From an optimization exercise on the open Yosys and OpenROAD flow, aimed at small area, a short achievable clock period and few clock cycles; shortcuts taken in it are not production practice. Only simulation tests tie the RTL to the original design; equivalence was not proved. No activity file was given, so power comes from the tool's default toggle rates.

// rsm_cpu
module rsm_cpu(clk, reset, mem_rdata, mem_cmd, mem_addr, mem_wdata, halted);
export LEC_CHECK = 0
export CAP_MARGIN = 20
export CORE_MARGIN = 2
export CORE_UTILIZATION = 40
export CTS_CLUSTER_DIAMETER = 100
export CTS_CLUSTER_SIZE = 30
export SETUP_SLACK_MARGIN = 3.8
export SLEW_MARGIN = 20
export TNS_END_PERCENT = 5
create_clock -name core_clock -period 8.0 [get_ports {clk}]
run.sh (not shown) runs the stock make flow with config.mk's settings and CLKGATE_MAP_FILE= SYNTH_SCRIPT=/design/flow/synth_recipe.tcl, a recipe that flattens the netlist after the stock synthesis.
The baseline finished with timing, DRC and antenna clean.
Testbench counts at the start, summed over its fixed seeds: cycles 76,740.
==> next run, changes <==
--- a/flow/config.mk
+++ b/flow/config.mk
@@ -10,5 +10,5 @@
 export CORE_UTILIZATION = 40
-export CTS_CLUSTER_DIAMETER = 100
+export CTS_CLUSTER_DIAMETER = 60
 export CTS_CLUSTER_SIZE = 30
-export SETUP_SLACK_MARGIN = 3.8
+export SETUP_SLACK_MARGIN = 4
 export SLEW_MARGIN = 20
Result: Setup slack improves by 91 ps. Sequential cell count is unchanged. Area after synthesis stays the same. Clock skew grows by 11 ps. Total power is higher by 20%. Design area rose by 4.0%. Count of clock-buffer cells in the layout is higher by 10.
==> next run, changes <==
--- a/flow/config.mk
+++ b/flow/config.mk
@@ -10,3 +10,3 @@
 export CORE_UTILIZATION = 40
-export CTS_CLUSTER_DIAMETER = 60
+export CTS_CLUSTER_DIAMETER = 100
 export CTS_CLUSTER_SIZE = 30
Outcome:
- total power fell by 16%
- combinational power stays flat
- count of clock-buffer cells in the layout fell by 10
- final area fell by 3.2%
- synthesized cell count is unchanged
- hold slack gets better by 27 ps
- sequential share of layout area rose by 1.4 points
- wire length fell by 1.4%
- clock power fell by 42%
- non-clock buffer count fell by 2
==> next run, changes <==
--- a/flow/config.mk
+++ b/flow/config.mk
@@ -7,2 +7,3 @@
 export LEC_CHECK = 0
+export ABC_AREA = 1
 export CAP_MARGIN = 20
@@ -10,4 +11,2 @@
 export CORE_UTILIZATION = 40
-export CTS_CLUSTER_DIAMETER = 100
-export CTS_CLUSTER_SIZE = 30
 export SETUP_SLACK_MARGIN = 4
After rerunning:
- The new run completed without violations
- sequential share of layout area drops by 1.8 points
- design area climbs by a few percent
- utilization climbs by 2.7 points
- final cell count climbs by about a fifth
- power climbs by about a fifth
- hold slack is worse by 83 ps
- worst setup slack is better by 16 ps
- routed wire length climbs by about a fifth
- combinational power climbs by a little under a tenth
- synthesized area drops slightly
==> next run, changes <==
--- a/flow/config.mk
+++ b/flow/config.mk
@@ -7,6 +7,5 @@
 export LEC_CHECK = 0
-export ABC_AREA = 1
 export CAP_MARGIN = 20
 export CORE_MARGIN = 2
-export CORE_UTILIZATION = 40
+export CORE_UTILIZATION = 55
 export SETUP_SLACK_MARGIN = 4
Routed wire length goes down by 18%.
Design area goes down by 2.6%.
Sequential share of layout area goes up by 1.1 points.
Combinational power goes down by about 6%.
Critical path depth goes down by 1.
Area after synthesis goes up by about 0.4%.
Worst setup slack degrades by 84 ps.
Count of clock-buffer cells in the layout goes up by 4.
Final cell count goes down by 21%.
==> next run, changes <==
--- a/flow/config.mk
+++ b/flow/config.mk
@@ -9,5 +9,4 @@
 export CORE_MARGIN = 2
-export CORE_UTILIZATION = 55
+export CORE_UTILIZATION = 40
 export SETUP_SLACK_MARGIN = 4
 export SLEW_MARGIN = 20
-export TNS_END_PERCENT = 5
=> The new run completed with no timing, DRC or antenna violations; core utilization went down by 16 points; worst hold slack stays flat; total power went up by 7.4%; via count went up by 2.1%; clock power went up by 21%.

* * *

JK:
Starting RTL as in the previous note.
## rsm_cpu
module rsm_cpu(clk, reset, mem_rdata, mem_cmd, mem_addr, mem_wdata, halted);
clock: 8.0 ns
lec_check: 0
cap_margin: 20
core_margin: 2
core_utilization: 40
cts_cluster_diameter: 100
cts_cluster_size: 30
setup_slack_margin: 4
slew_margin: 20
tns_end_percent: 1
JK: done, clean on timing, DRC and antenna
Testbench counts of JK, summed over its fixed seeds: cycles 76,740.
Inputs modified between JK and MS:
--- a/flow/config.mk
+++ b/flow/config.mk
@@ -9,7 +9,5 @@
 export CORE_MARGIN = 2
 export CORE_UTILIZATION = 40
-export CTS_CLUSTER_DIAMETER = 100
-export CTS_CLUSTER_SIZE = 30
-export SETUP_SLACK_MARGIN = 4
+export SETUP_SLACK_MARGIN = 4.2
 export SLEW_MARGIN = 20
-export TNS_END_PERCENT = 1
+export TNS_END_PERCENT = 5
### Flow results
Compared with JK, MS shows total power divided by cell area that has gone up by more than 10%.
Going from JK to MS, total wirelength of the detailed-routed design grew slightly.
| post-route total power | MS vs JK | worse |
Compared with JK, MS shows fraction of the cycle the final worst path needs higher by 0.78 points.
Relative to JK, the wire length of the first global-routing pass measured on MS has increased by a few percent.
Higher sequential share of layout area goes to JK over MS.
JK ended up with multi-input combinational cells as its most area-hungry cell class in the final design; MS ended up with sequential cells.
Clock-buffer cell count: MS and JK compared, lower one is JK
The via count reported for MS is lower than the one for JK.
Final instance area, MS vs JK: up by a few percent
Final cell count up 25 in MS wrt JK
Diff JK -> MS | total track usage | increase of 0.35 points
Edits applied to the flow inputs when going from MS to AL:
==> flow/flow/run.sh (new file) <==
#!/bin/bash
# The standard layout, with the input and output port buffers made from
# plain buffers (sky130_fd_sc_hd__buf_1) instead of the delay cells
# buffer_ports picks by default. Every port is still buffered.
set -euo pipefail
cd "$(dirname "$0")/.."
export BUFFER_PORTS_ARGS="-buffer_cell sky130_fd_sc_hd__buf_1"
bash standard.sh > standard_flow.log 2>&1
==> flow/standard.sh (new file) <==
#!/bin/bash
# synth_recipe.tcl (not shown) runs the flow's synth.tcl, then flattens the netlist and writes it again
# the make line also repeats each setting of config.mk as NAME=value (left out here)
make -C /OpenROAD-flow-scripts/flow DESIGN_CONFIG=/design/flow/config.mk WORK_HOME=/design/flow/orfs CLKGATE_MAP_FILE= SYNTH_SCRIPT=/design/flow/synth_recipe.tcl "${@:-finish}"
--- a/flow/config.mk
+++ b/flow/config.mk
@@ -6,8 +6,10 @@
 export NUM_CORES = 4
 export LEC_CHECK = 0
-export CAP_MARGIN = 20
+export CAP_MARGIN = 5
 export CORE_MARGIN = 2
 export CORE_UTILIZATION = 40
-export SETUP_SLACK_MARGIN = 4.2
-export SLEW_MARGIN = 20
-export TNS_END_PERCENT = 5
+export CTS_CLUSTER_DIAMETER = 100
+export CTS_CLUSTER_SIZE = 30
+export SETUP_SLACK_MARGIN = 4
+export SLEW_MARGIN = 5
+export TNS_END_PERCENT = 1
removed: flow/run.sh
Notes after the runs:
| final area | higher: MS |. Against MS as the reference, AL delivers a lower critical path depth. Compared with MS, AL shows count of filler cells inserted in the layout that has gone up slightly. Part of the power in the clock network: lower on AL. Area of the multi-input gates down 35 sq um in AL wrt MS.
Input-level comparison between TR and AL:
--- a/flow/config.mk
+++ b/flow/config.mk
@@ -6,10 +6,8 @@
 export NUM_CORES = 4
 export LEC_CHECK = 0
-export CAP_MARGIN = 5
+export CAP_MARGIN = 20
 export CORE_MARGIN = 2
 export CORE_UTILIZATION = 40
-export CTS_CLUSTER_DIAMETER = 100
-export CTS_CLUSTER_SIZE = 30
 export SETUP_SLACK_MARGIN = 4
-export SLEW_MARGIN = 5
-export TNS_END_PERCENT = 1
+export SLEW_MARGIN = 20
+export TNS_END_PERCENT = 5
Findings:
- AL and TR ended up with roughly the same post-detailed-placement cell area.
- Net switching power: TR worse than AL
- Summary of TR over AL: clock latency reported for the late side of the worst-skew pair moved up, post-synthesis to final-layout area growth moved up, final worst setup slack moved up.

[afterwards: timing with drivers on the ports]
Ports are ideal in the flow. The routed layouts listed here were re-timed in OpenROAD. Step 1, drivers: a clkbuf_16 drives clk and a buf_2 each remaining input, both assumed. Step 2 also shifts input and output timing later by t, the mid clock arrival at the registers, as if the neighbouring blocks saw the same clock. Three values: ideal ports, drivers, drivers and shift; two values: the first two.
run | shift t [ns] | slack for setup (ns) | hold slack, ns | latest minus earliest clock arrival (ns)
the first run of note 1 | 0.524 | 3.628 / 3.579 / 3.243 | 0.561 / 0.561 / 0.561 | 0.025 / 0.025
the second run of note 1 | 0.577 | 3.719 / 3.667 / 3.427 | 0.544 / 0.544 / 0.544 | 0.035 / 0.035
the third run of note 1 | 0.525 | 3.721 / 3.671 / 3.451 | 0.571 / 0.571 / 0.571 | 0.034 / 0.034
the fourth run of note 1 | 0.565 | 3.738 / 3.690 / 3.192 | 0.488 / 0.488 / 0.488 | 0.012 / 0.012
the fifth run of note 1 | 0.561 | 3.654 / 3.608 / 3.306 | 0.538 / 0.538 / 0.538 | 0.029 / 0.029
the sixth run of note 1 | 0.571 | 3.740 / 3.690 / 3.524 | 0.541 / 0.541 / 0.541 | 0.016 / 0.015
JK | 0.522 | 3.738 / 3.689 / 3.302 | 0.560 / 0.560 / 0.560 | 0.029 / 0.029
MS | 0.563 | 3.676 / 3.625 / 3.478 | 0.543 / 0.543 / 0.543 | 0.014 / 0.014
AL | 0.520 | 3.666 / 3.616 / 3.281 | 0.567 / 0.567 / 0.567 | 0.041 / 0.041
TR | 0.571 | 3.700 / 3.649 / 3.427 | 0.549 / 0.549 / 0.549 | 0.015 / 0.014
After both steps setup and hold are still met in every run listed. The setup slack of the fourth run of note 1, which loses most, moves by -0.048 ns with the drivers and by -0.546 ns with both steps.
